Source: an optimization exercise on an open RTL-to-GDS flow (aim: small area, a short achievable clock period and few clock cycles). Production flows keep margins and buffers that such runs may drop. No run shown here included a check of the RTL's function; only the layout flow was run. Power figures rest on the tool's default switching activity, not on a simulated workload.

<file path="design/flow/constraint.sdc">
create_clock -name core_clock -period 11.0 [get_ports {clk}]
set_input_delay 2.2000 -clock core_clock [delete_from_list [all_inputs] [get_ports {clk}]]
set_output_delay 2.2000 -clock core_clock [all_outputs]
set_load 0.01 [all_outputs]
</file>
<file path="design/flow/config.mk">
export PLATFORM = sky130hd
export DESIGN_NAME = P_Liu
export DESIGN_NICKNAME = P_Liu
export VERILOG_FILES = /design/flow/design.v
export SDC_FILE = /design/flow/constraint.sdc
export NUM_CORES = 4
export LEC_CHECK = 0
export CAP_MARGIN = 20
export CORE_MARGIN = 2
export CORE_UTILIZATION = 40
export SLEW_MARGIN = 20
</file>
<file path="design/flow/run.sh">
#!/bin/bash
# synth_recipe.tcl (not shown) runs the flow's synth.tcl, then flattens the netlist and writes it again
# the make line also repeats each setting of config.mk as NAME=value (left out here)
make -C /OpenROAD-flow-scripts/flow DESIGN_CONFIG=/design/flow/config.mk WORK_HOME=/design/flow/orfs CLKGATE_MAP_FILE= SYNTH_SCRIPT=/design/flow/synth_recipe.tcl finish
</file>
<file path="design/flow/design.v">
module P_Liu (
	input clk,
	input rst,
	input [15:0] inputLine,
	output [15:0] outputLine,
	output outputLineWrite,
	output [9:0] imem_addr,
	input [15:0] imem_rdata,
	output [9:0] dmem_addr,
	output [15:0] dmem_wdata,
	output dmem_we,
	input [15:0] dmem_rdata
);
	reg [9:0] fa;         
	reg dv;               
	reg [15:0] ir;        
	reg [2:0] ira;        
	reg xv;               
	reg lph;              
	reg [9:0] maddr;      
	reg mwe;              
	reg [15:0] wdr;       
	reg owr;              
	reg [15:0] sp, ra, pc;
	reg [15:0] x0, x1, x2, x3, x4, x5, x6, x7;
	assign imem_addr = fa;
	assign dmem_addr = maddr;
	assign dmem_we = mwe;
	assign dmem_wdata = wdr;
	assign outputLine = wdr;
	assign outputLineWrite = owr;
	wire [15:0] iw = imem_rdata;
	wire d_load = (iw[15:12] == 4'b0101) | (iw[15:6] == 10'b0111000011) |
	              (iw[15:10] == 6'b001110);
	wire [2:0] d_ra = (iw[15:12] == 4'b0000) ? iw[8:6] : iw[2:0];
	wire [2:0] rd  = ir[2:0];
	wire [2:0] rs1 = ir[5:3];
	wire i_alu   = ir[15:12] == 4'b0000;
	wire i_lu    = ir[15:11] == 5'b00010;
	wire i_ll    = ir[15:11] == 5'b00011;
	wire i_addi  = ir[15:12] == 4'b0010;
	wire i_shift = ir[15:11] == 5'b00110;
	wire i_ret   = ir[15:10] == 6'b001110;
	wire i_jump  = ir[15:10] == 6'b001111;
	wire i_strsp = ir[15:12] == 4'b0100;
	wire i_rtvsp = ir[15:12] == 4'b0101;
	wire g_io    = ir[15:10] == 6'b011100;
	wire i_str   = g_io & (ir[9:6] == 4'b0010);
	wire i_rtv   = g_io & (ir[9:6] == 4'b0011);
	wire g_rw    = g_io & (ir[9:7] != 3'b001);
	wire i_read  = g_rw & (ir[5:3] == 3'b000);
	wire i_write = g_rw & (ir[5:3] != 3'b000);
	wire g_sp    = ir[15:10] == 6'b011101;
	wire i_getsp = g_sp & (ir[9:3] == 7'b0000000);
	wire i_chgsp = g_sp & (ir[9:3] == 7'b0100000);
	wire i_setsp = g_sp & (ir[9:3] == 7'b0100001);
	wire i_getpc = g_sp & (ir[9:3] == 7'b1000000);
	wire i_chgpc = g_sp & (ir[9:3] == 7'b1100000);
	wire i_setpc = g_sp & ~i_getsp & ~i_chgsp & ~i_setsp & ~i_getpc & ~i_chgpc;
	wire i_chgspi = ir[15:10] == 6'b011110;
	wire i_chgpci = (ir[15:10] == 6'b011111) | (ir[15:12] == 4'b0110);
	wire i_br    = ir[15];
	wire i_load  = i_rtvsp | i_rtv | i_ret;
	wire i_store = i_strsp | i_str | i_jump;
	reg [15:0] A, B;
	always @* begin
		case (ira)
			3'd0: A = x0; 3'd1: A = x1; 3'd2: A = x2; 3'd3: A = x3;
			3'd4: A = x4; 3'd5: A = x5; 3'd6: A = x6; default: A = x7;
		endcase
		case (rs1)
			3'd0: B = x0; 3'd1: B = x1; 3'd2: B = x2; 3'd3: B = x3;
			3'd4: B = x4; 3'd5: B = x5; 3'd6: B = x6; default: B = x7;
		endcase
	end
	wire [2:0] aop = ir[11:9];
	wire use_sp = i_chgsp | i_chgspi | i_ret | i_strsp | i_rtvsp;
	wire [15:0] imm6   = {{10{ir[11]}}, ir[11:6]};
	wire [15:0] imm9s  = {{6{ir[11]}}, ir[11:3], 1'b0};
	wire [15:0] imm10s = {{5{ir[9]}}, ir[9:0], 1'b0};
	wire [15:0] imm7s  = {{8{ir[12]}}, ir[12:6], 1'b0};
	wire [15:0] ain1 = use_sp ? sp : (i_chgpc ? pc : B);
	wire a_inv = i_br | (i_alu & aop[2]);
	wire a_imm = i_addi | i_chgspi | i_ret | i_strsp | i_rtvsp;
	wire [15:0] immA = i_addi ? imm6 : ((i_strsp | i_rtvsp) ? imm9s : imm10s);
	wire [15:0] ain2 = a_imm ? immA : (A ^ {16{a_inv}});
	wire a_cin = i_alu & aop[2];
	wire [16:0] asum = {1'b0, ain1} + {1'b0, ain2} + {16'd0, a_cin};
	wire [15:0] sum = asum[15:0];
	wire lt = asum[16];
	wire [15:0] xab = A ^ B;
	wire eq = ~|xab;
	reg cond;
	always @* begin
		case (ir[14:13])
			2'b00: cond = eq;
			2'b01: cond = lt;
			2'b10: cond = ~eq;
			default: cond = ~lt;
		endcase
	end
	reg [15:0] lg;
	always @* begin
		case (aop[1:0])
			2'b01: lg = B & A;
			2'b10: lg = B | A;
			default: lg = xab;
		endcase
	end
	wire [15:0] alu_out = (aop[1:0] == 2'b00) ? sum : (lg ^ {16{aop[2]}});
	wire [3:0] sk = ir[9:6];
	wire [31:0] rot2 = {B, B} << sk;
	wire [15:0] rot = rot2[31:16];
	wire [15:0] lowm = ~(16'hFFFF << sk);
	wire [15:0] sh = rot & (ir[10] ? lowm : ~lowm);
	wire [15:0] pc2 = pc + 16'd2;
	wire [15:0] pcadd = pc + (i_br ? imm7s : imm10s);
	reg [15:0] wdata;
	always @* begin
		if (lph) wdata = dmem_rdata;
		else if (i_alu) wdata = alu_out;
		else if (i_addi) wdata = sum;
		else if (i_shift) wdata = sh;
		else if (i_lu) wdata = {ir[10:3], A[7:0]};
		else if (i_ll) wdata = {{8{ir[10]}}, ir[10:3]};
		else if (i_getsp) wdata = sp;
		else if (i_getpc) wdata = pc;
		else wdata = inputLine;
	end
	wire xdone = xv & (~i_load | lph);
	wire gpr_we = xdone & (i_alu | i_lu | i_ll | i_addi | i_shift | i_rtvsp |
	                       i_rtv | i_read | i_getsp | i_getpc);
	wire sp_we = xdone & (i_chgsp | i_chgspi | i_ret | i_setsp);
	wire ra_we = xdone & (i_jump | i_ret);
	wire taken = i_jump | i_chgpci | (i_br & cond) | i_setpc | i_chgpc;
	reg [15:0] npc;
	always @* begin
		if (i_ret) npc = ra;
		else if (i_setpc) npc = A;
		else if (i_chgpc) npc = sum;
		else if (taken) npc = pcadd;
		else npc = pc2;
	end
	wire redir = xv & ((~i_load & taken) | (i_ret & ~lph));
	wire capture = ~(xv & i_load & ~lph);
	always @(posedge clk or posedge rst) begin
		if (rst) begin
			fa <= 10'd0;
			dv <= 1'b0;
			xv <= 1'b0;
			lph <= 1'b0;
			mwe <= 1'b0;
			owr <= 1'b0;
		end else begin
			if (redir) begin
				fa <= npc[10:1];
				dv <= 1'b0;
			end else if (dv & d_load) begin
				dv <= 1'b0;
			end else begin
				fa <= fa + 10'd1;
				dv <= 1'b1;
			end
			if (capture) xv <= dv & ~redir;
			lph <= xv & i_load & ~lph;
			mwe <= xv & i_store;
			owr <= xv & i_write;
		end
	end
	always @(posedge clk) begin
		if (capture) begin
			ir <= iw;
			ira <= d_ra;
		end
		maddr <= (i_str | i_rtv) ? B[10:1] : (i_jump ? sp[10:1] : sum[10:1]);
		wdr <= i_jump ? ra : A;
	end
	always @(posedge clk or posedge rst) begin
		if (rst) begin
			pc <= 16'd0;
			sp <= 16'd0;
			ra <= 16'd0;
		end else begin
			if (xdone) pc <= npc;
			if (sp_we) sp <= i_setsp ? A : sum;
			if (ra_we) ra <= i_ret ? dmem_rdata : pc2;
		end
	end
	always @(posedge clk or posedge rst) begin
		if (rst) begin
			x0 <= 16'd0; x1 <= 16'd0; x2 <= 16'd0; x3 <= 16'd0;
			x4 <= 16'd0; x5 <= 16'd0; x6 <= 16'd0; x7 <= 16'd0;
		end else if (gpr_we) begin
			case (rd)
				3'd0: x0 <= wdata; 3'd1: x1 <= wdata;
				3'd2: x2 <= wdata; 3'd3: x3 <= wdata;
				3'd4: x4 <= wdata; 3'd5: x5 <= wdata;
				3'd6: x6 <= wdata; default: x7 <= wdata;
			endcase
		end
	end
endmodule
</file>
==> summary.txt, run 1 <==
Outcome
  • Outcome: complete, no violations

Setup path
  • Critical path class: register to register
  • Crit-path cells: or3_1 -> nor2_1 -> a21oi_4 -> xor2_1 -> a22oi_1 -> fa_1 -> inv_1 -> fa_1 -> a211oi_1 -> o21bai_1 -> a21oi_1 -> o21a_1 -> mux2i_1 -> nand2_1 -> o21ai_1 -> mux2_2 -> a31oi_1
  • Crit Path Max Fanout: 18
  • Worst Path Buf+Inv: 1
  • CP Data Arrival Time: ~7500 ps
  • Crit. End Element: register
  • R2R setup slack: about 4000 ps
  • Startpoint Class: register
  • Delay-heaviest family, CP: compound AO/OA/AOI/OAI gates
  • Critical-path top delay cell: o21ai_1
  • Crit-path max cell delay: approximately 820 ps
  • R2r endpoint: fa[2]$_DFFE_PP0P_
  • R2R cell count: 17
  • Worst R2R Start: ir[12]$_DFFE_PN_
  • Most numerous cell on the critical path: fa_1
  • Worst endpoint required time: roughly 12000 ps

Clock tree
  • CTS root buf: clkbuf_16
  • Total CTS buffers: 29
  • Worst-path clk slew: around 70 ps
  • Sink Count: 236
  • Clock Latency Late Sink: approximately 600 ps
  • H-tree levels: 1
  • CTS tree: done
  • Post-CTS Setup Inserts: 0
  • Gates resized, CTS repair: 0
  • Clock buffer depth: 3
  • Hold Buf Count CTS: 0

Final layout
  • Proportion of layout cells with a drive suffix above 1: about 16%
  • Area growth from synthesis to layout: 14.2%
  • N_diodes: 0
  • Core Util, Final: a little under half
  • Final cell count without fillers: ~2900
  • Nets@finish: ~2400

Route
  • Initial DRC count: approximately 2600
  • TritonRoute pass-1 iters: 6
  • Vias: ~18000
  • Drt wl/cell: 29.4 um
  • Final Routed Wirelength: roughly 85000 um
  • DRC: 0
  • Vias/cell: about 6.4
  • Antenna Violating Nets Remaining: 0

Floorplan
  • Die width: around 220 um
  • Ports: ~100
  • Die Area: between 40000 and 50000 sq um
  • Die Ht: ~220 um
  • Initial Util: 40.5%
  • Core region area: between 40000 and 50000 sq um
  • Core Rows: between 70 and 80

STA
  • Final setup vio count: 0
  • Worst hold slack: 515 ps
  • Worst Slack Setup Final: 4020 ps
  • Final Cycle Share: between 60% and 70%
  • Post-layout min period: 6980 ps
  • Final-report hold violation count: 0
  • Worst rel slew slack: about 23%
  • Final Skew: ~18 ps
  • Slew Limit Fails: 0
  • Worst Tran Pin Value: ~1100 ps
  • RSZ-0062 raised after global routing: no
  • FMAX: 143 MHz
  • Setup_tns: 0 ps

Yosys
  • Synth Register Bits: 236
  • Mapped Nets: ~2300
  • Mapped Cells: around 2200
  • XOR/XNOR Fraction of Synth Area: under 10%
  • Yosys cell types: ~110
  • Synth area leaders: dfrtp_1 (25%), mux2_2 (7.6%), o21ai_0 (4.9%)
  • Mux contribution to synthesized area: 15.0%
  • Most common flop cell mapped by yosys: dfrtp_1
  • Largest family of logic cells by synthesized area: compound AO/OA/AOI/OAI gates
  • Largest area contributor in the synthesized netlist: dfrtp_1
  • Synthesized area per cell: approximately 8.6 sq um
  • Asr flop ratio synth: between 80% and 90%
  • Share of the synthesized area in the top cell type: between 20% and 30%
  • Seq/Total Area, Yosys: a little over 30%
  • Complex-gate fraction of the synthesized area: 23.5%
  • Syn. warnings: 1
  • Post-synthesis cell area: approximately 19000 sq um
  • Adder-cell share of the synthesized area: roughly 4.7%
  • EDFF count, synth: 19
  • Fraction of the mapped netlist area in simple logic gates: ~16%

Pwr
  • PD cells: 287 nW/um^2
  • Pleak: 8.99 nW
  • Sequential Power Share: 26.6%
  • Sw Share: between 40 and 50%
  • VDD IR max: roughly 0.16 mV
  • Combinational Power Share: a little under three fifths
  • Clock Power Share: 15.9%
  • Internal: approximately 3.2 mW
  • Switching power: about 3 mW

Worst hold path
  • Hold Path Class: register to register
  • Hold path depth: 1
  • Min-Delay Endpoint: x6[15]$_DFFE_PP0P_
  • Hold Crit Start: x6[15]$_DFFE_PP0P_

Global routing
  • First-pass GRT wire length: around 120000 um
  • Number of global-route vias before repair: 17600
  • Initial antenna violation count: 0
  • Gr ovfl total: 0
  • GRT Util Overall: 33.5%
  • Largest net degree at the start of global routing: 127

Place
  • Placed cells: around 2800
  • IO buf count: between 100 and 150
  • Pre-CTS setup slack: about 4100 ps
  • Placer Congestion: between 1 and 1.5
  • Dpl hpwl: between 60000 and 70000 um

Run
  • Max cap viols: 0
## area by class of cell
type | count | area [sq um]
tap | 607 | 759
fill | 4590 | 25000
multi-input combinational | 1708 | 11900
sequential | 236 | 5870
clock buffer | 36 | 815
inverter | 87 | 334
clock inverter | 18 | 164
timing repair buffer | 180 | 1610
## layout by cell type (no fill, tap or decap), types with 9 or more instances in the layout
cell             Yosys  layout
a221o_1             10      10
nand3_1             46      44
or2_2                9       9
o21ai_1             13      11
o31ai_1             13      13
nand3b_1            11      11
edfxtp_1            19      19
and2_1               9       9
o211ai_1            28      28
nor2_1             206     205
clkdlybuf4s50_1      0     103
mux2_2             127     127
dfrtp_1            191     191
clkbuf_16            0      31
a211oi_1            12      12
o221ai_1            13      13
a21o_1              12      12
mux2i_1             91      90
o21a_1              13      13
nand2b_1            18      18
nand4_1             11      11
nor4_1              10       9
o21ai_0            185     185
o22ai_1             30      30
nand2_1            225     224
mux4_2              15      15
a21oi_1            150     149
or3_1               10      10
inv_1               75      74
a31oi_1             19      19
dfxtp_1             26      26
nor2b_1             17      16
nor3_1              31      28
and3_1              17      17
buf_4               20      77
clkinv_1             4      10
a22oi_1             24      24
xor2_1              17      17
xnor2_1             60      60
ha_1                66      66
## logic make-up (layout without fill, tap and decap cells)
family | count (synthesis) | in the layout
flip-flops | 236 | 236
AO/OA/AOI/OAI | 661 | 661
XOR/XNOR | 77 | 77
multiplexers | 244 | 244
buffers and inverters | 248 | 321
adder cells (fa/ha/maj) | 69 | 69
AND/OR/NAND/NOR | 657 | 657
## Yosys cell counts (all sizes together), types with 6 or more instances
cell type  count
o211ai        28
edfxtp        19
dfxtp         26
o22ai         32
xnor2         60
nand3b        11
mux4          15
nor2b         18
nor2         209
xor2          17
mux2         137
a211oi        12
o21ai        201
nor4          12
a22o           6
o2bb2ai        7
o221ai        13
a211o          8
nand4         12
and2          10
or2           10
dfrtp        191
o21a          13
inv           83
nand2b        18
a31oi         24
a21o          12
a221oi        12
clkbuf       100
ha            66
a21boi         6
nor3          33
mux2i         92
nand2        225
a2bb2oi       10
o31ai         14
and3          17
a22oi         25
nand3         46
a221o         10
nor3b          8
o22a           7
buf           61
or3           10
a21oi        157
## routing by layer
metal / GRT usage (%) / vias to the layer above / wire length, um
li1: - / 8096 / -
met1: 43.5 / 9016 / 33900
met2: 52.0 / 1085 / 36800
met3: 6.25 / 242 / 7900
met4: 19.8 / 0 / 5910
met5: 0 / - / 0
## power by group through the flow
stage	Sequential, mW	Combinational (mW)	Clock, mW
after global routing	1.68	3.76	1.03
after global placement	1.63	3.40	0
after CTS	1.63	3.44	0.995
final	1.64	3.55	0.981
after detailed placement	1.64	3.42	0
after floorplan	1.54	2.13	0
## how the worst max path moves through the flow
stage | to | slack, ps | depth (start not counted) | start
after detailed placement | fa[2]$_DFFE_PP0P_ | 4120 | 17 | ir[12]$_DFFE_PN_
after floorplan | dv$_DFF_PP0_ | 3600 | 1 | rst
after global routing | fa[2]$_DFFE_PP0P_ | 3490 | 22 | ir[10]$_DFFE_PN_
after global placement | fa[2]$_DFFE_PP0P_ | 4290 | 17 | ir[12]$_DFFE_PN_
after CTS | fa[2]$_DFFE_PP0P_ | 4030 | 17 | ir[12]$_DFFE_PN_
final | fa[2]$_DFFE_PP0P_ | 4020 | 17 | ir[12]$_DFFE_PN_
## through the flow
step	instance area (sq um)	power [mW]
final	21500	6.18
after global routing	21500	6.47
after CTS	21500	6.06
after detailed placement	20500	5.06
after global placement	20500	5.02
after floorplan	18800	3.67
==> run 2: changes to the inputs <==
--- a/design/flow/config.mk
+++ b/design/flow/config.mk
@@ -9,3 +9,4 @@
 export CORE_MARGIN = 2
 export CORE_UTILIZATION = 40
+export SETUP_SLACK_MARGIN = 5
 export SLEW_MARGIN = 20
==> summary.txt, run 2 <==
Route
  • Drt wl/cell: 32.8 um (was 29.4 um)
  • Vias: 18800 (was 18400)
  • TritonRoute pass-1 iters: 8 (was 6)
  • Antenna Violating Nets Remaining: 0 (unchanged)
  • Vias/cell: 6.52 (was 6.42)
  • DRC: 0 (unchanged)
  • Initial DRC count: 2257 (was 2556)
  • Final Routed Wirelength: 94500 um (was 84500 um)

Yosys
  • Syn. warnings: 1 (unchanged)
  • Mapped Nets: 2311 (unchanged)
  • Synth cell count leaders: nand2_1 (225), nor2_1 (206), dfrtp_1 (191) (unchanged)
  • Yosys cell types: 108 (unchanged)
  • Count leader, synth: nand2_1 (unchanged)
  • Synthesized area per cell: 8.59 sq um (unchanged)
  • Mapped Cells: 2192 (unchanged)
  • Most common flop cell mapped by yosys: dfrtp_1 (unchanged)
  • EDFF count, synth: 19 (unchanged)
  • Synth area leaders: dfrtp_1 (25%), mux2_2 (7.6%), o21ai_0 (4.9%) (unchanged)
  • Asr flop ratio synth: 80.9% (unchanged)
  • Synth Register Bits: 236 (unchanged)
  • Largest area contributor in the synthesized netlist: dfrtp_1 (unchanged)
  • Share of the synthesized area in the top cell type: 25.4% (unchanged)
  • Post-synthesis cell area: 18800 sq um (unchanged)
  • Seq/Total Area, Yosys: 31.2% (unchanged)

Global routing
  • Number of global-route vias before repair: 18000 (was 17600)
  • Initial antenna violation count: 2 (was 0)
  • First-pass GRT wire length: 135000 um (was 123000 um)
  • Gr ovfl total: 0 (unchanged)
  • Largest net degree at the start of global routing: 173 (was 127)
  • GRT Util Overall: 37.8% (was 33.5%)

Final layout
  • Most frequent cells in the layout: nand2_1 (222), nor2_1 (203), dfrtp_1 (191) (was nand2_1 (224), nor2_1 (205), dfrtp_1 (191))
  • Nets@finish: 2369 (was 2361)
  • Most common cell after layout, fill and taps aside: nand2_1 (unchanged)
  • Proportion of layout cells with a drive suffix above 1: 17.1% (was 15.7%)
  • Finished Cell Area: 21900 sq um (was 21500 sq um)
  • Area growth from synthesis to layout: 16.2% (was 14.2%)

Clock tree
  • CTS tree: done (unchanged)
  • Hold Buf Count CTS: 0 (unchanged)
  • Total CTS buffers: 30 (was 29)
  • Sink Count: 236 (unchanged)
  • CTS root buf: clkbuf_16 (unchanged)
  • Worst-path clk slew: 60 ps (was 70 ps)
  • Clock buffer depth: 3 (unchanged)
  • H-tree levels: 1 (unchanged)
  • Clock Latency Late Sink: 610 ps (was 600 ps)

Run
  • Max cap viols: 0 (unchanged)

Setup path
  • Crit. End Element: register (unchanged)
  • Worst endpoint required time: 11490 ps (was 11510 ps)
  • CP Data Arrival Time: 6320 ps (was 7480 ps)
  • Critical path class: register to register (unchanged)
  • R2R setup slack: 5160 ps (was 4020 ps)
  • Startpoint Class: register (unchanged)
  • R2r endpoint: fa[6]$_DFFE_PP0P_ (was fa[2]$_DFFE_PP0P_)
  • Crit Path Max Fanout: 48 (was 18)
  • Worst R2R Start: ira[2]$_DFFE_PN_ (was ir[12]$_DFFE_PN_)
  • R2R cell count: 19 (was 17)

STA
  • Setup_tns: 0 ps (unchanged)
  • Final-report hold violation count: 0 (unchanged)
  • Worst rel slew slack: 23.2% (was 22.8%)
  • Final setup vio count: 0 (unchanged)
  • Final Skew: 17.1 ps (was 18.1 ps)
  • Slew Limit Fails: 0 (unchanged)
  • Post-layout min period: 5840 ps (was 6980 ps)
  • Final Cycle Share: 53.0% (was 63.4%)
  • RSZ-0062 raised after global routing: no (unchanged)
  • Worst Tran Pin Value: 1150 ps (about the same)
  • FMAX: 171 MHz (was 143 MHz)

Worst hold path
  • Hold path depth: 2 (was 1)
  • Hold Path Class: register to register (unchanged)
  • Hold Crit Start: ra[15]$_DFFE_PP0P_ (was x6[15]$_DFFE_PP0P_)
  • Min-Delay Endpoint: wdr[15]$_DFF_P_ (was x6[15]$_DFFE_PP0P_)

Floorplan
  • Die width: 221 um (unchanged)
  • Core Rows: 79 (unchanged)
  • Core region area: 46500 sq um (unchanged)
  • Ports: 104 (unchanged)
  • Die Ht: 221 um (unchanged)
  • Initial Util: 40.5% (unchanged)
  • Die Area: 48800 sq um (unchanged)

Place
  • Area after DPL: 20500 sq um (about the same)
  • Dpl hpwl: 71500 um (was 62400 um)
  • Placer Congestion: 1.01 (was 1.06)
  • IO buf count: 103 (unchanged)

Pwr
  • PD cells: 296 nW/um^2 (was 287 nW/um^2)
  • VDD IR max: 0.189 mV (was 0.164 mV)
  • Pleak: 9.14 nW (was 8.99 nW)

Outcome
  • Outcome: complete, no violations (unchanged)
run 2: worst max path at each step:
| stage | slack, ps | to | from |
|---|---|---|---|
| floorplan | 5750 | fa[5]$_DFFE_PP0P_ | ir[11]$_DFFE_PN_ |
| global placement | 3810 | fa[2]$_DFFE_PP0P_ | ir[5]$_DFFE_PN_ |
| detailed placement | 3750 | fa[2]$_DFFE_PP0P_ | ir[5]$_DFFE_PN_ |
| CTS | 4900 | fa[2]$_DFFE_PP0P_ | ir[13]$_DFFE_PN_ |
| global route | 5000 | fa[2]$_DFFE_PP0P_ | ir[15]$_DFFE_PN_ |
| finish | 5160 | fa[6]$_DFFE_PP0P_ | ira[2]$_DFFE_PN_ |
run 2: per-stage QoR:
stage	hold WS, ps	utilization [%]	worst slack, ps	total power [mW]	std cells
4_1_cts	507	46.8	4900	6.34	2875
6_report	504	47.1	5160	6.47	2884
2_1_floorplan	447	-	5750	3.67	2192
3_3_place_gp	485	44.1	3810	5.15	2812
5_1_grt	542	47.1	5000	6.75	2881
3_5_place_dp	494	44.1	3750	5.17	2812
run 2: cell type report:
| type | count | area, sq um |
|---|---|---|
| Clock buffer | 40 | 871 |
| Inverter | 87 | 335 |
| Sequential cell | 236 | 5870 |
| Timing Repair inverter | 1 | 5.00 |
| Antenna cell | 3 | 7.51 |
| Timing Repair Buffer | 186 | 1730 |
| Clock inverter | 16 | 243 |
| Fill cell | 4562 | 24600 |
| Tap cell | 607 | 759 |
| Multi-Input combinational cell | 1708 | 12100 |
run 2: layer usage:
metal / GRT usage [%] / up-vias / share of wire, %
li1: - / 8132 / -
met5: 0 / - / 0.014
met2: 60.0 / 1112 / 45
met3: 5.06 / 267 / 7.8
met4: 22.0 / 2 / 6.9
met1: 49.3 / 9279 / 40
run 2: what timing repair did:
| action | CTS | global route |
|---|---|---|
| setup buffers | 6 | 5 |
| setup endpoints to repair | 93 | 83 |
| cloned | 1 | 0 |
| resized for setup | 20 | 18 |
| pin swaps | 2 | 2 |
run 2: worst max-delay path, stage by stage (launching register included):
cell	delay (ps)
edfxtp_1	320
buf_4	440
nor3b_1	750
o2bb2ai_1	190
o31ai_1	90
buf_4	200
xor2_1	170
a22oi_1	240
fa_1	330
inv_1	90
fa_1	480
a211oi_1	320
o21bai_1	190
a21oi_2	280
o21a_1	230
mux2i_2	370
nand2_4	250
o21ai_4	240
buf_12	140
mux2_2	320
run 2: kinds of logic (layout without fill, tap and decap cells):
family | count (synthesis) | count (layout) | share of synthesized area [%]
XOR/XNOR | 77 | 77 | 3.58
AND/OR/NAND/NOR | 657 | 657 | 16.4
flip-flops | 236 | 236 | 31.2
buffers and inverters | 248 | 330 | 5.72
AO/OA/AOI/OAI | 661 | 661 | 23.5
multiplexers | 244 | 244 | 15.0
other | 0 | 3 | 0
adder cells (fa/ha/maj) | 69 | 69 | 4.71
run 2: power breakdown:
part	total, mW	switching [mW]	internal, mW
logic	3.63	2.22	1.41
clock network	1.11	0.434	0.676
registers	1.72	0.451	1.27
==> run 3: changes to the inputs <==
--- a/design/flow/design.v
+++ b/design/flow/design.v
@@ -176,27 +176,18 @@
 		wdr <= i_jump ? ra : A;
 	end
-	always @(posedge clk or posedge rst) begin
-		if (rst) begin
-			pc <= 16'd0;
-			sp <= 16'd0;
-			ra <= 16'd0;
-		end else begin
-			if (xdone) pc <= npc;
-			if (sp_we) sp <= i_setsp ? A : sum;
-			if (ra_we) ra <= i_ret ? dmem_rdata : pc2;
-		end
-	end
-	always @(posedge clk or posedge rst) begin
-		if (rst) begin
-			x0 <= 16'd0; x1 <= 16'd0; x2 <= 16'd0; x3 <= 16'd0;
-			x4 <= 16'd0; x5 <= 16'd0; x6 <= 16'd0; x7 <= 16'd0;
-		end else if (gpr_we) begin
-			case (rd)
-				3'd0: x0 <= wdata; 3'd1: x1 <= wdata;
-				3'd2: x2 <= wdata; 3'd3: x3 <= wdata;
-				3'd4: x4 <= wdata; 3'd5: x5 <= wdata;
-				3'd6: x6 <= wdata; default: x7 <= wdata;
-			endcase
-		end
+	wire [15:0] wd = rst ? 16'd0 : wdata;
+	wire [7:0] rf_we = {8{rst}} | ({8{gpr_we}} & (8'd1 << rd));
+	always @(posedge clk) begin
+		if (rst | xdone) pc <= rst ? 16'd0 : npc;
+		if (rst | sp_we) sp <= rst ? 16'd0 : (i_setsp ? A : sum);
+		if (rst | ra_we) ra <= rst ? 16'd0 : (i_ret ? dmem_rdata : pc2);
+		if (rf_we[0]) x0 <= wd;
+		if (rf_we[1]) x1 <= wd;
+		if (rf_we[2]) x2 <= wd;
+		if (rf_we[3]) x3 <= wd;
+		if (rf_we[4]) x4 <= wd;
+		if (rf_we[5]) x5 <= wd;
+		if (rf_we[6]) x6 <= wd;
+		if (rf_we[7]) x7 <= wd;
 	end
 endmodule
==> summary.txt, run 3 <==
Yosys
  • Yosys cell types: 98 (was 108)
  • Asr flop ratio synth: 6.36% (was 80.9%)
  • Syn. warnings: 1 (unchanged)
  • Synth area leaders: edfxtp_1 (33%), nor2_1 (4.8%), ha_1 (4.6%) (was dfrtp_1 (25%), mux2_2 (7.6%), o21ai_0 (4.9%))
  • Mapped Cells: 1953 (was 2192)
  • Synthesized area per cell: 9.21 sq um (was 8.59 sq um)
  • Synth cell count leaders: nor2_1 (232), edfxtp_1 (195), nand2_1 (165) (was nand2_1 (225), nor2_1 (206), dfrtp_1 (191))
  • Mapped Nets: 2072 (was 2311)
  • Synth Register Bits: 236 (unchanged)
  • Most common flop cell mapped by yosys: edfxtp_1 (was dfrtp_1)
  • Largest family of logic cells by synthesized area: compound AO/OA/AOI/OAI gates (unchanged)
  • Mux contribution to synthesized area: 9.17% (was 15.0%)
  • Adder-cell share of the synthesized area: 4.92% (was 4.71%)
  • Post-synthesis cell area: 18000 sq um (was 18800 sq um)
  • XOR/XNOR Fraction of Synth Area: 3.80% (was 3.58%)
  • Count leader, synth: nor2_1 (was nand2_1)
  • Largest area contributor in the synthesized netlist: edfxtp_1 (was dfrtp_1)
  • Seq/Total Area, Yosys: 37.5% (was 31.2%)
  • Complex-gate fraction of the synthesized area: 23.5% (about the same)
  • Fraction of the mapped netlist area in simple logic gates: 15.2% (was 16.4%)
  • Share of the synthesized area in the top cell type: 32.5% (was 25.4%)
  • EDFF count, synth: 195 (was 19)

Route
  • Vias: 17300 (was 18800)
  • Vias/cell: 6.60 (was 6.52)
  • Final Routed Wirelength: 80200 um (was 94500 um)
  • DRC: 0 (unchanged)
  • Drt wl/cell: 30.6 um (was 32.8 um)
  • Antenna Violating Nets Remaining: 0 (unchanged)
  • TritonRoute pass-1 iters: 8 (unchanged)
  • Initial DRC count: 2057 (was 2257)

STA
  • Setup_tns: 0 ps (unchanged)
  • Final-report hold violation count: 0 (unchanged)
  • Worst Tran Pin Value: 1220 ps (was 1150 ps)
  • Final Cycle Share: 53.2% (was 53.0%)
  • FMAX: 171 MHz (about the same)
  • Worst hold slack: 493 ps (was 504 ps)
  • Worst rel slew slack: 18.2% (was 23.2%)
  • Final Skew: 31.5 ps (was 17.1 ps)
  • RSZ-0062 raised after global routing: no (unchanged)
  • Slew Limit Fails: 0 (unchanged)
  • Post-layout min period: 5850 ps (was 5840 ps)
  • Final setup vio count: 0 (unchanged)

Pwr
  • PD cells: 228 nW/um^2 (was 296 nW/um^2)
  • Clock Power Share: 21.1% (was 17.2%)
  • Switching power: 2.08 mW (was 3.11 mW)
  • VDD IR max: 0.174 mV (was 0.189 mV)
  • Sequential Power Share: 29.7% (was 26.6%)
  • Combinational Power Share: 49.2% (was 56.2%)
  • Power Total: 4.75 mW (was 6.47 mW)
  • Sw Share: 43.7% (was 48.0%)
  • Internal: 2.68 mW (was 3.36 mW)
  • Pleak: 7.82 nW (was 9.14 nW)

Final layout
  • Proportion of layout cells with a drive suffix above 1: 13.2% (was 17.1%)
  • Area growth from synthesis to layout: 15.8% (was 16.2%)
  • Final cell count without fillers: 2624 (was 2884)
  • Nets@finish: 2130 (was 2369)
  • Most frequent cells in the layout: nor2_1 (228), edfxtp_1 (195), nand2_1 (164) (was nand2_1 (222), nor2_1 (203), dfrtp_1 (191))
  • Fillcell total: 4288 (was 4562)
  • Core Util, Final: 47.0% (was 47.1%)
  • Most common cell after layout, fill and taps aside: nor2_1 (was nand2_1)

Global routing
  • Largest net degree at the start of global routing: 54 (was 173)
  • First-pass GRT wire length: 115000 um (was 135000 um)
  • Gr ovfl total: 0 (unchanged)
  • GRT Util Overall: 33.5% (was 37.8%)
  • Number of global-route vias before repair: 16100 (was 18000)
  • Initial antenna violation count: 6 (was 2)

Floorplan
  • Core Rows: 77 (was 79)
  • Die width: 216 um (was 221 um)
  • Core region area: 44300 sq um (was 46500 sq um)
  • Die Ht: 216 um (was 221 um)
  • Die Area: 46700 sq um (was 48800 sq um)
  • Initial Util: 40.6% (was 40.5%)
  • Ports: 104 (unchanged)

Place
  • IO buf count: 103 (unchanged)
  • Placed cells: 2560 (was 2812)
  • Placer Congestion: 1.05 (was 1.01)
  • Dpl hpwl: 59900 um (was 71500 um)

Setup path
  • Worst Path Buf+Inv: 2 (was 4)
  • Crit. End Element: register (unchanged)
  • R2R setup slack: 5150 ps (was 5160 ps)
  • Worst endpoint required time: 11230 ps (was 11490 ps)
  • Delay-heaviest family, CP: compound AO/OA/AOI/OAI gates (unchanged)
  • Startpoint Class: register (unchanged)
  • CP Data Arrival Time: 6080 ps (was 6320 ps)
  • Crit-path cells: buf_4 -> or3_1 -> nor2_4 -> a21oi_2 -> buf_4 -> xor2_1 -> o21ai_0 -> ha_1 -> nor2b_1 -> o31a_1 -> a21oi_1 -> a22oi_1 -> o2111a_1 -> a221oi_1 (was buf_4 -> nor3b_1 -> o2bb2ai_1 -> o31ai_1 -> buf_4 -> xor2_1 -> a22oi_1 -> fa_1 -> inv_1 -> fa_1 -> a211oi_1 -> o21bai_1 -> a21oi_2 -> o21a_1 -> mux2i_2 -> nand2_4 -> o21ai_4 -> buf_12 -> mux2_2)
  • Critical path class: register to register (unchanged)
  • Critical-path top delay cell: a221oi_1 (was nor3b_1)
  • Crit-path max cell delay: 930 ps (was 750 ps)
  • Most numerous cell on the critical path: buf_4
  • Crit Path Max Fanout: 16 (was 48)

Clock tree
  • Sink Count: 236 (unchanged)
  • CTS root buf: clkbuf_16 (unchanged)
  • Clock buffer depth: 3 (unchanged)
  • Hold Buf Count CTS: 0 (unchanged)
  • Clock Latency Late Sink: 610 ps (about the same)
  • Worst-path clk slew: 70 ps (was 60 ps)
  • Total CTS buffers: 27 (was 30)
  • CTS tree: done (unchanged)
  • H-tree levels: 1 (unchanged)

Outcome
  • Outcome: complete, no violations (unchanged)

Worst hold path
  • Hold Path Class: register to register (unchanged)

Run
  • Max cap viols: 0 (unchanged)
==> run 3: cell count changes after synthesis, sizes merged, moves of 15 or more <==
cell | before | now
o22ai | 32 | 17
edfxtp | 19 | 195
a211oi | 12 | 41
nor2 | 209 | 233
mux2i | 92 | 58
a22oi | 25 | 9
o21ai | 201 | 130
dfrtp | 191 | 15
mux4 | 15 | 30
nand2 | 225 | 165
mux2 | 137 | 35
a221oi | 12 | 27
a21oi | 157 | 141
==> run 3: per-layer routing <==
metal  wire length (um)  global-route usage [%]  up-vias
li1                   -                       -     7512
met5                 41                       0        -
met1              33100                    45.8     8551
met4               4670                    16.9        6
met2              35000                    51.4     1028
met3               7460                    5.59      217
==> run 3: worst register-to-register path: stages, from the launching register on <==
cell and delay [ps]:
edfxtp_1 530, buf_4 220, or3_1 680, nor2_4 340, a21oi_2 80, buf_4 250, xor2_1 170, o21ai_0 350
ha_1 300, nor2b_1 140, o31a_1 280, a21oi_1 680, a22oi_1 270, o2111a_1 230, a221oi_1 930
==> run 3: path summary, 6_finish.rpt <==
path,end,from,depth (start not counted)
min in group asynchronous,mwe$_DFF_PP0_,rst,3
setup / recovery,x6[3]$_DFFE_PP_,ir[14]$_DFFE_PN_,14
hold / removal,wdr[7]$_DFF_P_,ra[7]$_SDFFCE_PP0P_,2
setup reg to reg,x6[3]$_DFFE_PP_,ir[14]$_DFFE_PN_,14
max in group asynchronous,fa[6]$_DFFE_PP0P_,rst,3
hold reg to reg,wdr[7]$_DFF_P_,ra[7]$_SDFFCE_PP0P_,2
==> run 3: repair_timing <==
item / CTS / global route
buffers inserted: 3 / 11
setup endpoints to repair: 90 / 147
hold endpoints to repair: 0 / 0
pin swaps: 1 / 4
gates resized for setup: 12 / 27
gates cloned: 0 / 0
==> run 3: final cells by class <==
class,instances,area (sq um),share of cell area (%)
Tap cell,592,741,3.55
Timing Repair Buffer,183,1650,7.91
Inverter,82,308,1.48
Clock buffer,29,683,3.28
Clock inverter,20,287,1.38
Antenna cell,1,2.50,0.0120
Sequential cell,236,6750,32.4
Multi-Input combinational cell,1481,10400,50.0
==> run 3: power groups by stage <==
stage	combinational (mW)	clock [mW]	sequential [mW]
2_1_floorplan	1.34	0	1.35
3_3_place_gp	2.20	0	1.42
3_5_place_dp	2.21	0	1.42
4_1_cts	2.24	1.01	1.41
5_1_grt	2.47	1.05	1.42
6_report	2.34	1.00	1.41
==> run 3: cells by family (layout without fill, tap and decap cells) <==
| kind of cell | Yosys count | in the layout |
|---|---|---|
| simple gates | 593 | 593 |
| mux | 123 | 123 |
| other cells | 0 | 1 |
| xor+xnor | 78 | 78 |
| buf+inv | 236 | 314 |
| fa+ha+maj | 69 | 69 |
| flops | 236 | 236 |
| compound gates | 618 | 618 |
==> run 3: stage by stage <==
stage	setup WS [ps]	area (sq um)
6_report	5150	20800
5_1_grt	5040	20800
4_1_cts	5010	20600
3_5_place_dp	4470	19600
3_3_place_gp	4510	19600
2_1_floorplan	5430	18000
==> run 4: changes to the inputs <==
==> design/flow/flow/run.sh (new file) <==
#!/bin/bash
# Standard ORFS layout, with timing repair asked to leave a larger setup
# margin than the 11 ns clock needs, so that the achieved period shrinks.
set -euo pipefail
bash standard.sh SETUP_SLACK_MARGIN=6 finish > standard_make.log 2>&1
==> design/flow/standard.sh (new file) <==
#!/bin/bash
# synth_recipe.tcl (not shown) runs the flow's synth.tcl, then flattens the netlist and writes it again
# the make line also repeats each setting of config.mk as NAME=value (left out here)
make -C /OpenROAD-flow-scripts/flow DESIGN_CONFIG=/design/flow/config.mk WORK_HOME=/design/flow/orfs CLKGATE_MAP_FILE= SYNTH_SCRIPT=/design/flow/synth_recipe.tcl "${@:-finish}"
--- a/design/flow/config.mk
+++ b/design/flow/config.mk
@@ -9,4 +9,3 @@
 export CORE_MARGIN = 2
 export CORE_UTILIZATION = 40
-export SETUP_SLACK_MARGIN = 5
 export SLEW_MARGIN = 20
removed: design/flow/run.sh
==> summary.txt, run 4 <==
Route
  • TritonRoute pass-1 iters: 8 (unchanged)
  • Drt wl/cell: 31.5 um (was 30.6 um)
  • Vias: 17900 (was 17300)
  • Final Routed Wirelength: 84800 um (was 80200 um)
  • Antenna Violating Nets Remaining: 0 (unchanged)
  • DRC: 0 (unchanged)
  • Vias/cell: 6.66 (was 6.60)
  • Initial DRC count: 2498 (was 2057)

Setup path
  • Startpoint Class: register (unchanged)
  • CP Data Arrival Time: 5420 ps (was 6080 ps)
  • Crit Path Max Fanout: 21 (was 16)
  • Most numerous cell on the critical path: a21oi_1 (was buf_4)
  • Worst endpoint required time: 11360 ps (was 11230 ps)
  • R2R setup slack: 5940 ps (was 5150 ps)
  • Worst R2R Start: ir[3]$_DFFE_PN_ (was ir[14]$_DFFE_PN_)
  • Worst Path Buf+Inv: 4 (was 2)
  • Delay-heaviest family, CP: simple AND/OR/NAND/NOR gates (was compound AO/OA/AOI/OAI gates)
  • R2R cell count: 18 (was 14)
  • Crit-path cells: buf_12 -> or3_4 -> or4_4 -> nor2_4 -> buf_6 -> bufbuf_16 -> a21oi_1 -> a21oi_1 -> ha_2 -> a21oi_1 -> nand3b_1 -> a31oi_1 -> or4_4 -> buf_4 -> a311oi_1 -> a211o_1 -> a31oi_4 -> and2_1 (was buf_4 -> or3_1 -> nor2_4 -> a21oi_2 -> buf_4 -> xor2_1 -> o21ai_0 -> ha_1 -> nor2b_1 -> o31a_1 -> a21oi_1 -> a22oi_1 -> o2111a_1 -> a221oi_1)
  • R2r endpoint: pc[9]$_SDFFCE_PP0P_ (was x6[3]$_DFFE_PP_)
  • Critical-path top delay cell: or4_4 (was a221oi_1)
  • Crit-path max cell delay: 530 ps (was 930 ps)
  • Crit. End Element: register (unchanged)
  • Critical path class: register to register (unchanged)

Run
  • Max cap viols: 0 (unchanged)

Floorplan
  • Core region area: 44300 sq um (unchanged)
  • Initial Util: 40.6% (unchanged)
  • Die Ht: 216 um (unchanged)
  • Die Area: 46700 sq um (unchanged)
  • Core Rows: 77 (unchanged)
  • Die width: 216 um (unchanged)
  • Ports: 104 (unchanged)

Yosys
  • Synthesized area per cell: 9.21 sq um (unchanged)
  • Mapped Nets: 2072 (unchanged)
  • Largest area contributor in the synthesized netlist: edfxtp_1 (unchanged)
  • Asr flop ratio synth: 6.36% (unchanged)
  • Syn. warnings: 1 (unchanged)
  • Most common flop cell mapped by yosys: edfxtp_1 (unchanged)
  • Synth cell count leaders: nor2_1 (232), edfxtp_1 (195), nand2_1 (165) (unchanged)
  • Yosys cell types: 98 (unchanged)
  • Share of the synthesized area in the top cell type: 32.5% (unchanged)
  • EDFF count, synth: 195 (unchanged)
  • Seq/Total Area, Yosys: 37.5% (unchanged)
  • Count leader, synth: nor2_1 (unchanged)
  • Post-synthesis cell area: 18000 sq um (unchanged)
  • Synth area leaders: edfxtp_1 (33%), nor2_1 (4.8%), ha_1 (4.6%) (unchanged)
  • Mapped Cells: 1953 (unchanged)
  • Synth Register Bits: 236 (unchanged)

Clock tree
  • Clock Latency Late Sink: 610 ps (about the same)
  • Total CTS buffers: 27 (unchanged)
  • H-tree levels: 1 (unchanged)
  • Worst-path clk slew: 60 ps (was 70 ps)
  • Clock buffer depth: 3 (unchanged)
  • Sink Count: 236 (unchanged)
  • CTS root buf: clkbuf_16 (unchanged)
  • CTS tree: done (unchanged)
  • Hold Buf Count CTS: 0 (unchanged)

Outcome
  • Outcome: complete, no violations (unchanged)

Pwr
  • Sw Share: 43.5% (was 43.7%)
  • Sequential Power Share: 28.5% (was 29.7%)
  • Combinational Power Share: 53.0% (was 49.2%)
  • PD cells: 222 nW/um^2 (was 228 nW/um^2)
  • Internal: 2.81 mW (was 2.68 mW)
  • VDD IR max: 0.140 mV (was 0.174 mV)
  • Switching power: 2.17 mW (was 2.08 mW)
  • Pleak: 8.41 nW (was 7.82 nW)
  • Clock Power Share: 18.5% (was 21.1%)

STA
  • Slew Limit Fails: 0 (unchanged)
  • Final Cycle Share: 46.0% (was 53.2%)
  • Final setup vio count: 0 (unchanged)
  • Worst rel slew slack: 31.5% (was 18.2%)
  • Setup_tns: 0 ps (unchanged)
  • RSZ-0062 raised after global routing: yes (was no)
  • Worst Tran Pin Value: 1030 ps (was 1220 ps)
  • Final-report hold violation count: 0 (unchanged)
  • Post-layout min period: 5060 ps (was 5850 ps)
  • Worst hold slack: 500 ps (was 493 ps)
  • FMAX: 198 MHz (was 171 MHz)
  • Final Skew: 41.0 ps (was 31.5 ps)
  • Worst Slack Setup Final: 5940 ps (was 5150 ps)

Place
  • Dpl hpwl: 59400 um (was 59900 um)
  • Pre-CTS setup slack: 4620 ps (was 4470 ps)
  • Area after DPL: 19600 sq um (about the same)
  • Placer Congestion: 1.02 (was 1.05)
  • IO buf count: 103 (unchanged)

Global routing
  • Gr ovfl total: 0 (unchanged)
  • Initial antenna violation count: 2 (was 6)
  • First-pass GRT wire length: 120000 um (was 115000 um)
  • Largest net degree at the start of global routing: 58 (was 54)
  • GRT Util Overall: 34.9% (was 33.5%)
  • Number of global-route vias before repair: 16600 (was 16100)

Worst hold path
  • Hold Path Class: register to register (unchanged)
  • Min-Delay Endpoint: xv$_DFFE_PP0N_ (was wdr[7]$_DFF_P_)
  • Hold path depth: 2 (unchanged)
  • Hold Crit Start: dv$_DFF_PP0_ (was ra[7]$_SDFFCE_PP0P_)

Final layout
  • Core Util, Final: 50.5% (was 47.0%)
  • Nets@finish: 2201 (was 2130)
  • Proportion of layout cells with a drive suffix above 1: 20.6% (was 13.2%)
  • Area growth from synthesis to layout: 24.4% (was 15.8%)
  • Most frequent cells in the layout: nor2_1 (221), edfxtp_1 (195), nand2_1 (163) (was nor2_1 (228), edfxtp_1 (195), nand2_1 (164))
  • Most common cell after layout, fill and taps aside: nor2_1 (unchanged)
  • Finished Cell Area: 22400 sq um (was 20800 sq um)
[run 4: what timing repair did]
item,4_1_cts,5_1_grt
gates cloned,8,2
endpoints found under the setup margin,174,156
pin swaps,23,42
gates resized for setup,93,112
setup buffers,49,28
[run 4: power groups by stage]
stage | sequential, mW | clock, mW | combinational (mW)
2_1_floorplan | 1.35 | 0 | 1.35
3_3_place_gp | 1.42 | 0 | 2.19
3_5_place_dp | 1.42 | 0 | 2.19
4_1_cts | 1.40 | 0.929 | 2.37
6_report | 1.42 | 0.919 | 2.64
5_1_grt | 1.42 | 0.961 | 2.77
[run 4: worst max path at each step]
| stage | to | cells past startpoint | startpoint | slack [ps] |
|---|---|---|---|---|
| 2_1_floorplan | pc[12]$_SDFFCE_PP0P_ | 22 | ir[3]$_DFFE_PN_ | 6020 |
| 6_report | pc[9]$_SDFFCE_PP0P_ | 18 | ir[3]$_DFFE_PN_ | 5940 |
| 4_1_cts | x4[7]$_DFFE_PP_ | 18 | ir[3]$_DFFE_PN_ | 6000 |
| 3_5_place_dp | x1[9]$_DFFE_PP_ | 15 | ir[14]$_DFFE_PN_ | 4620 |
| 5_1_grt | x4[14]$_DFFE_PP_ | 21 | ir[3]$_DFFE_PN_ | 5880 |
| 3_3_place_gp | x0[10]$_DFFE_PP_ | 17 | ir[14]$_DFFE_PN_ | 4410 |
[run 4: cell families after synthesis]
family,after synthesis,synth area share [%]
compound gates,618,23.5
mux,123,9.17
fa+ha+maj,69,4.92
flops,236,37.5
simple gates,593,15.2
xor+xnor,78,3.80
buf+inv,236,5.96
[run 4: routing by layer]
| metal | track usage [%] | vias to the layer above | share of wire [%] |
|---|---|---|---|
| met1 | 47.4 | 8820 | 40 |
| met3 | 6.81 | 250 | 11 |
| met5 | 0 | - | 0.012 |
| met4 | 17.4 | 2 | 6.0 |
| li1 | - | 7651 | - |
| met2 | 53.3 | 1222 | 43 |
[run 4: layout make-up]
cell class / instances / area, sq um
clock buffers: 33 / 729
fillers: 4173 / 21900
flip-flops and latches: 236 / 6750
clock inverters: 17 / 155
diodes: 1 / 2.50
well taps: 592 / 741
multi-input cells: 1482 / 11100
inverters: 82 / 318
repair buffers: 253 / 2600
[run 4: per-stage QoR]
| stage | instances | total power [mW] |
|---|---|---|
| after global placement | 2557 | 3.61 |
| after CTS | 2664 | 4.71 |
| after global routing | 2695 | 5.16 |
| after detailed placement | 2557 | 3.61 |
| final | 2696 | 4.98 |
| after floorplan | 1953 | 2.70 |
[run 4: tightest hold or removal path: cells and delay by family, from the launching register on]
family | cells | cell delay (ps)
flip-flops | 1 | 350
AND/OR/NAND/NOR | 2 | 120

[re-timing with driven ports]
The results above use ideal ports. As a check the final layouts listed here were re-extracted and re-timed, cells and wires unchanged.
Step 1, drivers: a clkbuf_16 drives clk and a buf_2 each remaining input, both assumed.
Step 2, shift: input delay + t, output delay - t, t = (earliest + latest rising clock arrival at the registers) / 2. This alone moves slack from input paths to output paths.
Three values: ideal ports, drivers, drivers and shift; two values: the first two.
run	t, ns	setup WS [ns]	worst setup path at the end	pins driven straight from the clock port
run 1	0.651	4.022 / 4.022 / 4.022	register to register	1
run 2	0.663	5.165 / 5.165 / 5.165	register to register	1
run 3	0.652	5.147 / 5.147 / 5.147	register to register	1
run 4	0.649	5.942 / 5.942 / 5.661	input to register	1
After both steps every run listed still meets setup and hold. The setup slack of run 4, which loses most, moves by 0.000 ns with the drivers and by -0.281 ns with both steps.
